From an optimization exercise on the open Yosys and OpenROAD flow, aimed at small area, a short achievable clock period and few clock cycles; shortcuts taken in it are not production practice.
Function was not checked in any run shown here: the RTL went through the layout flow alone.
Power figures rest on the tool's default switching activity, not on a simulated workload.

--- design/flow/design.v ---
`timescale 1ns / 1ps
module SimpleCPU(clk, rst, data_fromRAM, wrEn, addr_toRAM, data_toRAM);
input clk, rst;
input wire [31:0] data_fromRAM;
output wire wrEn;
output wire [9:0] addr_toRAM;
output wire [31:0] data_toRAM;
localparam ADD = 3'd0, NAND = 3'd1, SRL = 3'd2, LT = 3'd3,
           CP  = 3'd4, CPI  = 3'd5, BZJ = 3'd6, MUL = 3'd7;
localparam S_FW  = 3'd0,   
           S_DEC = 3'd1,   
           S_G1  = 3'd2,
           S_G2  = 3'd3,
           S_G3  = 3'd4,
           S_EX  = 3'd5,   
           S_M   = 3'd6,   
           S_BT  = 3'd7;   
reg [2:0]  state;
reg [9:0]  pc;
reg [9:0]  addr;
reg        wr;
reg [2:0]  op;
reg        im;
reg [9:0]  fa;
reg [31:0] r1, r2;
reg [4:0]  cnt;
reg        first, sleft, sodd, sbig, bt2;
wire [31:0] d = data_fromRAM;
assign wrEn       = wr & ~rst;
assign addr_toRAM = addr;
assign data_toRAM = r2;
wire [9:0] pc1 = pc + 10'd1;
reg  [1:0]  xsel;    
reg         xand;    
reg         xneg;
reg  [2:0]  ysel;    
reg         cin;
reg  [31:0] ax, ay;
always @(*) begin
	case (xsel)
	2'd0: ax = 32'd0;
	2'd1: ax = d;
	2'd2: ax = {d[30:0], 1'b0};
	default: ax = {18'd0, d[13:0]};
	endcase
	if (xand) ax = ax & r2;
	if (xneg) ax = ~ax;
	case (ysel)
	3'd1: ay = r2;
	3'd2: ay = {r2[29:0], 2'b00};
	3'd3: ay = {1'b0, r2[31:1]};
	3'd4: ay = {2'b00, r2[31:2]};
	default: ay = 32'd0;
	endcase
end
wire [33:0] asum0 = {1'b0, ax, 1'b1} + {1'b0, ay, cin};
wire [32:0] asum = asum0[33:1];
wire [2:0] bd = r1[31:29];
wire booth_zero = (bd == 3'b000) || (bd == 3'b111);
wire booth_two  = (bd == 3'b011) || (bd == 3'b100);
wire booth_neg  = bd[2] && !booth_zero;
function [4:0] srl_cnt(input [5:0] n);
	srl_cnt = {1'b0, n[4:1]} + {4'd0, n[0] & ~n[5]};
endfunction
localparam R_HOLD = 2'd0, R_SUM = 2'd1, R_LT = 2'd2;
reg [1:0]  r2sel;
reg [2:0]  state_n;
reg [9:0]  pc_n, addr_n;
reg        wr_n;
reg        r1_ld_d, r1_ld_imm, r1_shift;
reg [4:0]  cnt_n;
reg        first_n, sleft_n, sodd_n, sbig_n, bt2_n;
wire dec_big = |d[13:6];
wire dop_is_mul = (d[31:29] == MUL);
wire g2_big  = |d[31:6];
always @(*) begin
	state_n   = state;
	pc_n      = pc;
	addr_n    = addr;
	wr_n      = 1'b0;
	r1_ld_d   = 1'b0;
	r1_ld_imm = 1'b0;
	r1_shift  = 1'b0;
	cnt_n     = cnt;
	first_n   = first;
	sleft_n   = sleft;
	sodd_n    = sodd;
	sbig_n    = sbig;
	bt2_n     = bt2;
	xsel      = 2'd1;
	xneg      = 1'b0;
	xand      = 1'b0;
	ysel      = 3'd0;
	cin       = 1'b0;
	r2sel     = R_HOLD;
	case (state)
	S_FW: begin
		state_n = S_DEC;
	end
	S_DEC: begin
		xsel      = 2'd3;
		r2sel     = R_SUM;
		r1_ld_imm = 1'b1;
		first_n   = 1'b1;
		sleft_n   = d[5];
		sodd_n    = d[0];
		sbig_n    = dec_big;
		cnt_n     = (dop_is_mul) ? 5'd7 : (dec_big ? 5'd0 : srl_cnt(d[5:0]));
		if (wr && addr == pc) begin
			addr_n  = pc;
			state_n = S_FW;
		end else begin
			state_n = S_G1;
			addr_n  = d[9:0];
			if (d[28]) begin
				case (d[31:29])
				ADD, NAND, LT, BZJ, MUL, SRL: addr_n = d[23:14];
				CP: begin
					addr_n  = pc1;
					pc_n    = pc1;
					state_n = S_EX;
				end
				default: ;  
				endcase
			end
		end
	end
	S_G1: begin
		state_n = S_G2;
		addr_n  = fa;
		case (op)
		ADD, NAND, LT: if (im) begin
			addr_n  = pc1;
			pc_n    = pc1;
			state_n = S_EX;
		end
		MUL, SRL: if (im) begin
			if (cnt == 5'd0) begin
				addr_n = pc1;
				pc_n   = pc1;
			end
			state_n = S_M;
		end
		CP: begin
			addr_n  = pc1;
			pc_n    = pc1;
			state_n = S_EX;
		end
		BZJ: if (!im) begin
			addr_n = pc1;
			pc_n   = pc1;
		end
		default: ;
		endcase
	end
	S_G2: begin
		state_n = S_EX;
		addr_n  = pc1;
		pc_n    = pc1;
		case (op)
		ADD, NAND, LT: begin
			r2sel = R_SUM;
		end
		MUL: begin
			r1_ld_d = 1'b1;
			cnt_n   = 5'd15;
			addr_n  = fa;
			pc_n    = pc;
			state_n = S_M;
		end
		SRL: begin
			sleft_n = d[5];
			sodd_n  = d[0];
			cnt_n   = g2_big ? 5'd0 : srl_cnt(d[5:0]);
			if (g2_big || srl_cnt(d[5:0]) == 5'd0) begin
				addr_n = pc1;
				pc_n   = pc1;
			end else begin
				addr_n = fa;
				pc_n   = pc;
			end
			sbig_n  = g2_big;
			state_n = S_M;
		end
		CPI: if (im) begin
			r2sel = R_SUM;
		end else begin
			addr_n  = d[9:0];
			pc_n    = pc;
			state_n = S_G3;
		end
		BZJ: if (im) begin
			ysel    = 3'd1;
			pc_n    = asum[9:0];
			addr_n  = asum[9:0];
			state_n = S_FW;
		end else if (d != 32'd0) begin
			addr_n  = fa;
			pc_n    = pc;
			state_n = S_DEC;
		end else begin
			addr_n  = fa;
			pc_n    = pc;
			bt2_n   = 1'b0;
			state_n = S_BT;
		end
		default: ;
		endcase
	end
	S_G3: begin
		addr_n  = pc1;
		pc_n    = pc1;
		state_n = S_EX;
	end
	S_EX: begin
		wr_n    = 1'b1;
		addr_n  = fa;
		state_n = S_DEC;
		case (op)
		ADD: begin
			ysel  = 3'd1;
			r2sel = R_SUM;
		end
		LT: begin
			xneg  = 1'b1;
			ysel  = 3'd1;
			r2sel = R_LT;
		end
		NAND: begin
			xand  = 1'b1;
			xneg  = 1'b1;
			r2sel = R_SUM;
		end
		CP:   if (!im) r2sel = R_SUM;
		CPI:  if (im) addr_n = d[9:0]; else r2sel = R_SUM;
		default: ;
		endcase
	end
	S_M: begin
		first_n = 1'b0;
		if (op == MUL) begin
			xsel     = booth_zero ? 2'd0 : (booth_two ? 2'd2 : 2'd1);
			xneg     = booth_neg;
			cin      = booth_neg;
			ysel     = first ? 3'd0 : 3'd2;
			r1_shift = 1'b1;
			r2sel    = R_SUM;
		end else if (sbig) begin
			xsel  = 2'd0;
			r2sel = R_SUM;
		end else if (first) begin
			xsel  = (sleft && sodd) ? 2'd2 : 2'd1;
			r2sel = R_SUM;
		end else begin
			xsel   = 2'd0;
			ysel   = sleft ? 3'd2 : (sodd ? 3'd3 : 3'd4);
			r2sel  = R_SUM;
			sodd_n = 1'b0;
		end
		cnt_n = cnt - 5'd1;
		if (cnt == 5'd1) begin
			addr_n = pc1;
			pc_n   = pc1;
		end
		if (cnt == 5'd0) begin
			wr_n    = 1'b1;
			addr_n  = fa;
			state_n = S_DEC;
		end
	end
	S_BT: begin
		bt2_n = 1'b1;
		if (bt2) begin
			pc_n    = d[9:0];
			addr_n  = d[9:0];
			state_n = S_FW;
		end
	end
	endcase
	if (rst) begin
		state_n = S_FW;
		pc_n    = 10'd0;
		addr_n  = 10'd0;
		wr_n    = 1'b0;
	end
end
always @(posedge clk) begin
	state <= state_n;
	pc    <= pc_n;
	addr  <= addr_n;
	wr    <= wr_n;
	cnt   <= cnt_n;
	first <= first_n;
	sleft <= sleft_n;
	sodd  <= sodd_n;
	sbig  <= sbig_n;
	bt2   <= bt2_n;
	if (state == S_DEC) begin
		op <= d[31:29];
		im <= d[28];
		fa <= d[23:14];
	end
	if (r1_ld_imm)     r1 <= {2'b00, d[13:0], 16'd0};
	else if (r1_ld_d)  r1 <= d;
	else if (r1_shift) r1 <= {r1[29:0], 2'b00};
	case (r2sel)
	R_SUM:  r2 <= asum[31:0];
	R_LT:   r2 <= {31'd0, asum[32]};
	default: ;
	endcase
end
endmodule
--- design/flow/flow/run.sh ---
#!/bin/bash
# Standard ORFS layout, with repair_timing aiming past the clock period the
# SDC states so that the achieved period gets as short as the design allows.
set -euo pipefail
export SETUP_SLACK_MARGIN=5.6
bash standard.sh > standard.log 2>&1
--- design/flow/standard.sh ---
#!/bin/bash
# synth_recipe.tcl (not shown) runs the flow's synth.tcl, then flattens the netlist and writes it again
# the make line also repeats each setting of config.mk as NAME=value (left out here)
make -C /OpenROAD-flow-scripts/flow DESIGN_CONFIG=/design/flow/config.mk WORK_HOME=/design/flow/orfs CLKGATE_MAP_FILE= SYNTH_SCRIPT=/design/flow/synth_recipe.tcl "${@:-finish}"
--- design/flow/config.mk ---
export PLATFORM = sky130hd
export DESIGN_NAME = SimpleCPU
export DESIGN_NICKNAME = SimpleCPU
export VERILOG_FILES = /design/flow/design.v
export SDC_FILE = /design/flow/constraint.sdc
export NUM_CORES = 4
export LEC_CHECK = 0
export CAP_MARGIN = 20
export CORE_MARGIN = 2
export CORE_UTILIZATION = 40
export SLEW_MARGIN = 20
--- design/flow/constraint.sdc ---
create_clock -name core_clock -period 10.0 [get_ports {clk}]
set_input_delay 2.0000 -clock core_clock [delete_from_list [all_inputs] [get_ports {clk}]]
set_output_delay 2.0000 -clock core_clock [all_outputs]
set_load 0.01 [all_outputs]
==> results of run 1 <==
timing repair:
| action | 4_1_cts | 5_1_grt |
|---|---|---|
| gates resized for setup | 206 | 71 |
| setup buffers | 53 | 21 |
| gates cloned | 0 | 3 |
| pin swaps | 55 | 43 |
| endpoints found under the hold margin | 0 | 0 |
| setup endpoints to repair | 54 | 35 |
routing by layer:
layer | part of all wire | wire [um]
met1 | 0.42 | 18720
met2 | 0.43 | 19180
met3 | 0.11 | 5101
met4 | 0.042 | 1895
met5 | 0 | 0
registers in the layout, summed over array words and instances, names as in the netlist, 3 cells and up:
name and flops:
r1 32, r2 32, addr 10, fa 10, pc 10, cnt 5, op 3, state 3
power breakdown:
group	switching (uW)	internal, uW
logic	1020	735
clock network	231	186
registers	201	689
cell type report:
type | instances | area share
inverters | 33 | 0.009739
diodes | 2 | 0.0003746
clock inverters | 7 | 0.007210
repair buffers | 175 | 0.1205
flip-flops and latches | 112 | 0.2202
clock buffers | 9 | 0.01686
well taps | 341 | 0.03193
multi-input cells | 1123 | 0.5931
metrics by stage:
stage	hold WS [ps]	utilization	power [uW]	cells	worst slack [ps]
CTS	472.7	0.4772	2926	1775	5507
global placement	436.6	0.4424	2372	1705	4097
finish	469.7	0.4972	3056	1802	5433
global route	501.0	0.4970	3201	1800	5334
detailed placement	448.8	0.4427	2380	1706	3936
floorplan	424.4	-	1819	1371	5299
Yosys cell counts (5+ instances only):
master,count
a21o_1,20
nand2b_1,13
nand2_1,122
a22oi_1,9
a32o_1,5
xnor2_1,66
mux2i_1,71
nand4_1,10
o21ai_1,10
o22ai_1,11
nor2b_1,18
a21oi_1,95
clkbuf_1,75
buf_1,6
edfxtp_1,70
a31oi_1,13
o32ai_1,5
o21ai_0,137
o221ai_1,9
nand3_1,23
nor3_1,26
nor2_1,149
ha_1,38
a211oi_1,13
and2_1,10
xor2_1,18
nand3b_1,5
and3_1,13
o21a_1,5
a22o_1,38
a221o_1,32
buf_2,22
inv_1,31
o211ai_1,14
o2bb2ai_1,5
o21bai_1,6
nor4_1,6
dfxtp_1,42
a221oi_1,15
worst max-delay path, stage by stage:
cell and delay, ps:
buf_6 170, a22o_1 210, o21ai_2 80, xnor2_2 190
ha_4 240, buf_4 140, o21ai_0 280, nand2b_1 130
nand4_1 110, a21o_1 160, buf_4 130, nand2_2 50
a311o_1 320, a21oi_1 140, mux2_2 340
final timing paths:
| check | startpoint | end | slack (ps) | cells past startpoint |
|---|---|---|---|---|
| hold / removal | r1[4] | r1[4] | 470 | 2 |
| setup / recovery | data_fromRAM[7] | r2[21] | 5430 | 15 |
| hold reg to reg | r1[4] | r1[4] | 470 | 2 |
| setup reg to reg | op[1] | r2[21] | 5530 | 20 |
cells in the final DEF, fill, tap and decap left out, types with 20 or more instances in the layout:
cell type        netlist  final
a22o_1                38     36
nand2_1              122    118
a21oi_1               95     80
buf_4                  1     87
xnor2_1               66     61
nand3_1               23     21
mux2i_1               71     71
dfxtp_1               42     42
a21o_1                20     20
ha_1                  38     32
a221o_1               32     32
edfxtp_1              70     70
o21ai_0              137    124
clkdlybuf4s50_1        0     46
inv_1                 31     30
nor2_1               149    146
cell families after synthesis:
family | count (synthesis) | share of synthesized area
multiplexers | 78 | 0.07247
AND/OR/NAND/NOR | 424 | 0.1825
adder cells (fa/ha/maj) | 41 | 0.04916
flip-flops | 112 | 0.2701
AO/OA/AOI/OAI | 495 | 0.3081
XOR/XNOR | 84 | 0.06753
buffers and inverters | 137 | 0.05008
==> metrics.md, run 1 <==
| Metric | Value |
|---|---|
| Area grow syn2layout | `22.65%` |
| Die height | `169.0 um` |
| Async set-reset flop share out of synthesis | `0` |
| Run status | `timing/DRC/antenna clean` |
| Part of the cycle the worst path needs | `0.4567` |
| Startpoint Class | `input pin` |
| WL final | `44890 um` |
| Initial Utilization | `0.4054` |
| Met2 Use GR | `0.4531` |
| Initial antenna violation count | `2` |
| Fraction of layout cells with a size suffix above 1 | `0.1727` |
| Avg WL per Cell | `24.91 um` |
| Total Routing Usage GR | `0.2997` |
| Worst vdd ir | `0.1107 mV` |
| Synth top area share | `0.1929` |
| Synth area leaders | `edfxtp_1, dfxtp_1, mux2i_1` |
| Critical path type | `input pin to register` |
| Top FF cell, synth | `edfxtp_1` |
| Busiest layer in global routing | `met2` |
| CTS Buf Count | `9` |
| Post-synthesis cell count | `1371` |
| Clk Latency, worst-skew pair | `400 ps` |
| 1st-iter DRT viols | `1582` |
| DRT Pass-1 Iters | `6` |
| Io pins | `77` |
| WP data arrival | `4710 ps` |
| Die area | `28570 um2` |
| Sequential share of the synthesized area | `0.2701` |
| Finish-stage setup viols | `0` |
| Row count | `60` |
| Fillcell total | `2595` |
| Fin. Hold Viols | `0` |
| Core area | `26880 um2` |
| CTS Root Cell | `clkbuf_16` |
| Finished Cell Area | `13360 um2` |
| DR vias | `11841` |
| Post-Syn Area per Cell | `7.946 um2` |
| Maximum number of pins on one net before global-route repair | `50` |
| Yosys Warn Count | `1` |
| Overflow after GRT | `0` |
| Worst Skew | `31.99 ps` |
| Relative slew slack | `0.3856` |
| Synth Net Count | `1446` |
| Vias in the first global route | `10803` |
| Worst Max-Slew Pin Slew | `921.6 ps` |
| Register area | `2943 um2` |
| Worst hold path type | `register to register` |
| Clk sink count | `112` |
| RSZ-0062 raised after global routing | `true` |
| CP Max Fanout | `10` |
| ANT nets after route | `0` |
| Leakage | `0.004927 uW` |
| Post-synth EDFFs | `70` |
| CTS max path bufs | `2` |
| CTS tree | `yes` |
| # H-tree levels | `3` |
| Area after DPL | `11900 um2` |
| Largest area contributor in the netlist | `edfxtp_1` |
| Count of final max-slew check failures | `0` |
| Number of synthesized register bits | `112` |
| Met1 usage | `0.4109` |
| Crit. End Element | `register` |
| First-pass GRT wire length | `65730 um` |
| Drt via density | `6.571` |
| Final net count | `1529` |
| Min Tclk post-route | `4567 ps` |
| Routability cong. | `1.003` |
| I/O Buffers | `76` |
| Max Cap Viol | `0` |
| # DRC | `0` |
| Multi-input logic area | `7925 um2` |
| Synthesized area | `10890 um2` |
| Clock slew at reported path FFs | `100 ps` |
| Post-synthesis cell type count | `86` |
| HPWL Detailed | `30190 um` |
| Required @ worst endpoint | `10150 ps` |
| Die X | `169.0 um` |
| Setup_tns | `0 ps` |
| Grt met3 use | `0.07225` |
| Hold_buf cts | `0` |
| Fmax | `0.2190 GHz` |
| Pwr dens | `228.7 nW/um2` |
==> inputs of run 2 (changes only) <==
==> design/flow/flow/run.sh (replaced) <==
#!/bin/bash
# Standard ORFS layout, with repair_timing aiming past the clock period the
# SDC states so that the achieved period gets as short as the design allows.
set -euo pipefail
export SETUP_SLACK_MARGIN=5.3
bash standard.sh > standard.log 2>&1
==> run 2 against run 1 <==
  * Power is 2.6% lower
  * Sequential power decreased by 0.4%
  * First-iteration DRC count shrank 6.7%
  * Clock skew down 10 ps
  * Clock power barely moved
  * Sequential share of layout area rose by 0.52 points
  * Die area is the same
  * Sequential cell count is the same
  * Critical endpoint is now addr[5]
  * Largest cell class unchanged
  * Largest power group unchanged
  * Highest routed layer unchanged
==> metrics.md, run 2 <==
| Metric | Value |
|---|---|
| Clock slew at reported path FFs | `100 ps` |
| Area after DPL | `11920 um2` |
| Top flop regs | `r1 x32, r2 x32` |
| Worst Skew | `21.78 ps` |
| RSZ-0062 raised after global routing | `true` |
| Top FF cell, synth | `edfxtp_1` |
| 1st-iter DRT viols | `1476` |
| Startpoint Class | `input pin` |
| Avg WL per Cell | `24.60 um` |
| Xor-xnor portion of the synthesized cell area | `0.06753` |
| Clk Latency, worst-skew pair | `390 ps` |
| Part of the cycle the worst path needs | `0.4686` |
| Adder-cell area share of the yosys netlist | `0.04916` |
| Synth Area in Compound Gates | `0.3081` |
| Mux cell area share after synthesis | `0.07247` |
| CTS max path bufs | `2` |
| Crit. End Element | `register` |
| Worst Max-Slew Pin Slew | `1098 ps` |
| Finished Cell Area | `13060 um2` |
| Most common cell in the synthesized netlist | `nor2_1` |
| Most common cell after layout, fill and taps aside | `nor2_1` |
| I/O Buffers | `76` |
| Initial antenna violation count | `1` |
| Die area | `28570 um2` |
| Fillcell total | `2670` |
| DRT Pass-1 Iters | `5` |
| Synth area leaders | `edfxtp_1, dfxtp_1, mux2i_1` |
| Setup_tns | `0 ps` |
| Synth Net Count | `1446` |
| Worst hold path type | `register to register` |
| Final net count | `1519` |
| Post-synthesis cell count | `1371` |
| Fraction of layout cells with a size suffix above 1 | `0.1504` |
| Io pins | `77` |
| CTS tree | `yes` |
| Overflow after GRT | `0` |
| Min Tclk post-route | `4686 ps` |
| First-pass GRT wire length | `65110 um` |
| # DRC | `0` |
| Max Cap Viol | `0` |
| Vias in the first global route | `10738` |
| Run status | `timing/DRC/antenna clean` |
| Hold_buf cts | `0` |
| ANT nets after route | `0` |
| Clk sink count | `112` |
| Area grow syn2layout | `19.85%` |
| Combinational family with the most area after synthesis | `compound AO/OA/AOI/OAI gates` |
| Commonest cells after routing, fill and taps aside | `nor2_1, o21ai_0, nand2_1` |
| Number of synthesized register bits | `112` |
| Async set-reset flop share out of synthesis | `0` |
| Worst vdd ir | `0.09547 mV` |
| Simple-gate share of the synthesized area | `0.1825` |
| Row count | `60` |
| Pwr dens | `227.9 nW/um2` |
| Core area | `26880 um2` |
| Fmax | `0.2134 GHz` |
| Finish-stage setup viols | `0` |
| Diode count | `0` |
| Die X | `169.0 um` |
| Post-synth EDFFs | `70` |
| Routability cong. | `0.9943` |
| Initial Utilization | `0.4054` |
| Drt via density | `6.525` |
| CTS Buf Count | `9` |
| Count of final max-slew check failures | `0` |
| Total Routing Usage GR | `0.2975` |
| Critical path type | `input pin to register` |
| Maximum number of pins on one net before global-route repair | `50` |
| Post-Syn Area per Cell | `7.946 um2` |
| HPWL Detailed | `30320 um` |
| Required @ worst endpoint | `10290 ps` |
| # H-tree levels | `3` |
| Commonest cells in the netlist | `nor2_1, o21ai_0, nand2_1` |
| Relative slew slack | `0.2664` |
| CP Max Fanout | `9` |
| WL final | `44030 um` |
| Post-synthesis cell type count | `86` |
| CTS Root Cell | `clkbuf_16` |
| Largest area contributor in the netlist | `edfxtp_1` |
| Die height | `169.0 um` |
| Synth top area share | `0.1929` |
| Fin. Hold Viols | `0` |
| Leakage | `0.004808 uW` |
| Yosys Warn Count | `1` |
| Synthesized area | `10890 um2` |
| WP data arrival | `4970 ps` |
| Sequential share of the synthesized area | `0.2701` |
| DR vias | `11680` |
-- run 2: cell counts after synthesis --
Identical to the previous run, type by type.
-- run 2: final cells by class --
class	instances	area, um2	area share
Timing Repair Buffer	165	1433	0.1097
Tap cell	341	426.7	0.03268
Clock inverter	7	96.34	0.007379
Clock buffer	9	225.2	0.01725
Multi-Input combinational cell	1123	7802	0.5976
Sequential cell	112	2943	0.2254
Inverter	33	130.1	0.009966
-- run 2: kinds of logic (layout without fill, tap and decap cells) --
group | Yosys count | in the layout
compound gates | 495 | 495
xor+xnor | 84 | 84
fa+ha+maj | 41 | 41
buf+inv | 137 | 214
flops | 112 | 112
mux | 78 | 78
simple gates | 424 | 425
-- run 2: final timing paths --
kind | to | start | slack [ps] | cells past startpoint
worst max-delay path | addr[5] | data_fromRAM[29] | 5310 | 9
worst min-delay path | r1[8] | r1[8] | 470 | 2
worst max register to register | r2[31] | op[0] | 5440 | 18
worst min register to register | r1[8] | r1[8] | 470 | 2
-- run 2: through the flow --
| step | power (uW) | util | hold slack, ps | setup slack [ps] | cells |
|---|---|---|---|---|---|
| finish | 2976 | 0.4858 | 471.1 | 5314 | 1790 |
| global route | 3128 | 0.4858 | 483.7 | 5270 | 1790 |
| CTS | 2880 | 0.4712 | 473.2 | 5304 | 1762 |
| detailed placement | 2380 | 0.4434 | 450.0 | 3917 | 1709 |
| global placement | 2374 | 0.4433 | 435.7 | 4183 | 1709 |
| floorplan | 1816 | - | 424.4 | 5296 | 1371 |
-- run 2: metal layers --
layer  vias up  global-route usage  share of wire
met2       631              0.4423           0.43
met4         0              0.1249          0.038
met1      5654              0.4237           0.44
li1       5290                   -              -
met3       105             0.05378          0.099
met5         -                   0              0
-- run 2: worst max-delay path: stages --
cell,delay (ps)
clkdlybuf4s50_1,630
nor4_1,340
nand4_1,420
a2111oi_4,570
o21a_1,240
nor2_1,70
o21ai_2,190
a2111oi_1,160
a211oi_1,350
-- run 2: power by group --
group,internal (uW),switching [uW]
sequential,689,197
combinational,683,991
clock,186,229
-- run 2: repair_timing --
action | CTS | global route
gates cloned | 0 | 2
pin swaps | 38 | 53
setup endpoints to repair | 49 | 32
setup buffers | 37 | 25
resized for setup | 114 | 98
==> inputs of run 3 (changes only) <==
==> design/flow/flow/run.sh (replaced) <==
#!/bin/bash
# Standard ORFS layout, with repair_timing aiming past the clock period the
# SDC states so that the achieved period gets as short as the design allows.
set -euo pipefail
export SETUP_SLACK_MARGIN=5.0
bash standard.sh > standard.log 2>&1
==> run 3 against run 2 <==
  * Clock skew hardly changed
  * Power shrank 1.8%
  * Worst hold slack worse by 7.0 ps
  * Register-to-register slack worse by 270 ps
  * Critical endpoint is now wrEn
  * Largest power group unchanged
  * Highest routed layer unchanged
==> metrics.md, run 3 <==
| Metric | Value |
|---|---|
| Relative slew slack | `0.3331` |
| Routability cong. | `0.9848` |
| Worst Max-Slew Pin Slew | `1000 ps` |
| DR vias | `11554` |
| Multi-input logic area | `7639 um2` |
| 1st-iter DRT viols | `1418` |
| HP Start | `r1[9]` |
| CTS tree | `yes` |
| RSZ-0062 raised after global routing | `true` |
| # H-tree levels | `3` |
| Drt via density | `6.565` |
| Reg2reg setup slack | `5170 ps` |
| Synthesized area | `10890 um2` |
| Part of the cycle the worst path needs | `0.4916` |
| CTS Buf Count | `9` |
| Mux cell area share after synthesis | `0.07247` |
| Clock slew at reported path FFs | `100 ps` |
| Synth Area in Compound Gates | `0.3081` |
| Simple-gate share of the synthesized area | `0.1825` |
| Number of synthesized register bits | `112` |
| Die height | `169.0 um` |
| Adder-cell area share of the yosys netlist | `0.04916` |
| Worst vdd ir | `0.1218 mV` |
| Row count | `60` |
| Finish-stage setup viols | `0` |
| Most common cell after layout, fill and taps aside | `nor2_1` |
| Largest area contributor in the netlist | `edfxtp_1` |
| Async set-reset flop share out of synthesis | `0` |
| Leakage | `0.004716 uW` |
| Worst Setup EP | `wrEn` |
| Worst r2r path cells | `16` |
| I/O Buffers | `76` |
| Pre-CTS setup slack | `3929 ps` |
| First-pass GRT wire length | `64740 um` |
| Max Cap Viol | `0` |
| Clk Latency, worst-skew pair | `390 ps` |
| Required @ worst endpoint | `8000 ps` |
| Diode count | `0` |
| Final WS setup | `5084 ps` |
| Most common cell in the synthesized netlist | `nor2_1` |
| Startpoint Class | `input pin` |
| Critical path type | `input pin to primary output` |
| Fmax | `0.2034 GHz` |
| # DRC | `0` |
| CTS Root Cell | `clkbuf_16` |
| Die area | `28570 um2` |
| Post-synthesis cell type count | `86` |
| Worst Skew | `21.87 ps` |
| R2R Path Start | `state[2]` |
| CP Max Fanout | `16` |
| DRT Pass-1 Iters | `6` |
| Initial antenna violation count | `0` |
| Die X | `169.0 um` |
| Post-synthesis cell count | `1371` |
| Critical Path Start | `rst` |
| Xor-xnor portion of the synthesized cell area | `0.06753` |
| Finished Cell Area | `12690 um2` |
| Setup_tns | `0 ps` |
| Endpoint of the lowest-slack register-to-register path | `r2[21]` |
| Yosys Warn Count | `1` |
| Top flop regs | `r1 x32, r2 x32` |
| Synth area leaders | `edfxtp_1, dfxtp_1, mux2i_1` |
| Synth top area share | `0.1929` |
| Hold_buf cts | `0` |
| Final net count | `1489` |
| Initial Utilization | `0.4054` |
| ANT nets after route | `0` |
| WL final | `43600 um` |
| Placed cells | `1707` |
| Fraction of layout cells with a size suffix above 1 | `0.1071` |
| Core area | `26880 um2` |
| Post-Syn Area per Cell | `7.946 um2` |
| Sequential share of the synthesized area | `0.2701` |
| Vias in the first global route | `10405` |
| Area grow syn2layout | `16.47%` |
| Register area | `2943 um2` |
| Count of final max-slew check failures | `0` |
| Total Routing Usage GR | `0.2976` |
| Area after DPL | `11880 um2` |
| CTS max path bufs | `2` |
| Maximum number of pins on one net before global-route repair | `50` |
| Pwr dens | `230.3 nW/um2` |
| Run status | `timing/DRC/antenna clean` |
| Clk sink count | `112` |
| HPWL Detailed | `30490 um` |
| Avg WL per Cell | `24.78 um` |
| Min Tclk post-route | `4916 ps` |
| Fillcell total | `2687` |
| Worst hold path type | `register to register` |
| Combinational family with the most area after synthesis | `compound AO/OA/AOI/OAI gates` |
| Final Non-Filler Cells | `1760` |
| Top FF cell, synth | `edfxtp_1` |
| Fin. Hold Viols | `0` |
| Commonest cells in the netlist | `nor2_1, o21ai_0, nand2_1` |
| Synth Net Count | `1446` |
| Commonest cells after routing, fill and taps aside | `nor2_1, o21ai_0, nand2_1` |
| Post-synth EDFFs | `70` |
| Overflow after GRT | `0` |
| WP data arrival | `2920 ps` |
| Crit. End Element | `primary output` |
| Io pins | `77` |
[run 3: cell counts after synthesis]
No cell type changed its count.
[run 3: cell type report]
type                       instances  share of cell area
clock inverter                     7            0.007593
multi-input combinational       1123              0.6020
timing repair buffer             135             0.09703
sequential                       112              0.2319
inverter                          33             0.01006
tap                              341             0.03363
clock buffer                       9             0.01775
[run 3: worst max-delay path, cell delays in order]
cell	delay [ps]
buf_2	230
nor2b_1	150
clkdlybuf4s50_1	540
[run 3: per-stage QoR]
step | utilization | total power, uW | hold WS (ps)
after floorplan | - | 1812 | 424.4
after global placement | 0.4415 | 2382 | 439.3
after detailed placement | 0.4420 | 2387 | 445.0
after CTS | 0.4614 | 2828 | 469.1
after global routing | 0.4721 | 3070 | 494.0
final | 0.4721 | 2923 | 464.1
[run 3: what timing repair did]
action                     CTS  global route
pin swaps                    8            16
setup buffers               14            20
setup endpoints to repair   47            28
gates resized for setup     58            62
gates cloned                 1             0
hold endpoints to repair     0             0
[run 3: worst min-delay path by stage]
stage                  end  cells after the start
finish               r1[9]                      2
global route         r1[9]                      2
CTS                  r1[9]                      2
detailed placement   r1[6]                      2
global placement     r1[8]                      2
floorplan           r1[10]                      2
[run 3: per-layer routing]
| layer | wire, um | share of wire | vias to the layer above | global-route usage |
|---|---|---|---|---|
| met5 | 0 | 0 | - | 0 |
| met3 | 4461 | 0.10 | 98 | 0.06453 |
| li1 | - | - | 5231 | - |
| met4 | 1481 | 0.034 | 0 | 0.09848 |
| met2 | 18790 | 0.43 | 659 | 0.4430 |
| met1 | 18870 | 0.43 | 5566 | 0.4268 |
[run 3: kinds of logic (layout without fill, tap and decap cells)]
| logic type | after synthesis | in the layout |
|---|---|---|
| xor gates and xnor gates | 84 | 84 |
| buffers and inverters | 137 | 184 |
| AOI/OAI and AO/OA | 495 | 495 |
| adders and majority gates | 41 | 41 |
| muxes | 78 | 78 |
| and+or+nand+nor | 424 | 425 |
| DFF | 112 | 112 |
[run 3: power by group]
part           leakage (uW)  internal (uW)  switching [uW]  total [uW]
clock network      0.000156            186             226         412
logic               0.00356            653             970        1620
registers           0.00100            689             199         888
total               0.00472           1530            1400        2920

-- static timing again, ports no longer ideal --
No port has a modelled driver above. Below, the same layouts with a new extraction and two added sets of constraints. Step 1: set_driving_cell puts a clkbuf_16 on clk and a buf_2 on each other input, an assumption about the parent block. Step 2 moves the port delays by t, midway between the first and last clock arrival at a register: inputs arrive t later, outputs are due t later. That takes back most of the time a late clock gives input paths. Slacks: ideal ports / drivers / drivers and shift; pairs: ideal ports / drivers.
run | t, ns | slack for setup (ns) | hold WS [ns] | slew at the worst register clock pin (ns) | worst slew at a driven data input, ns
run 1 | 0.428 | 5.433 / 5.441 / 5.013 | 0.470 / 0.470 / 0.470 | 0.11 / 0.11 | 0.06
run 2 | 0.429 | 5.314 / 5.343 / 4.914 | 0.471 / 0.471 / 0.471 | 0.10 / 0.10 | 0.04
run 3 | 0.421 | 5.084 / 5.065 / 4.685 | 0.464 / 0.464 / 0.464 | 0.10 / 0.10 | 0.03
After both steps every run listed still meets setup and hold. The setup slack of run 1, which loses most, moves by +0.008 ns with the drivers and by -0.420 ns with both steps.
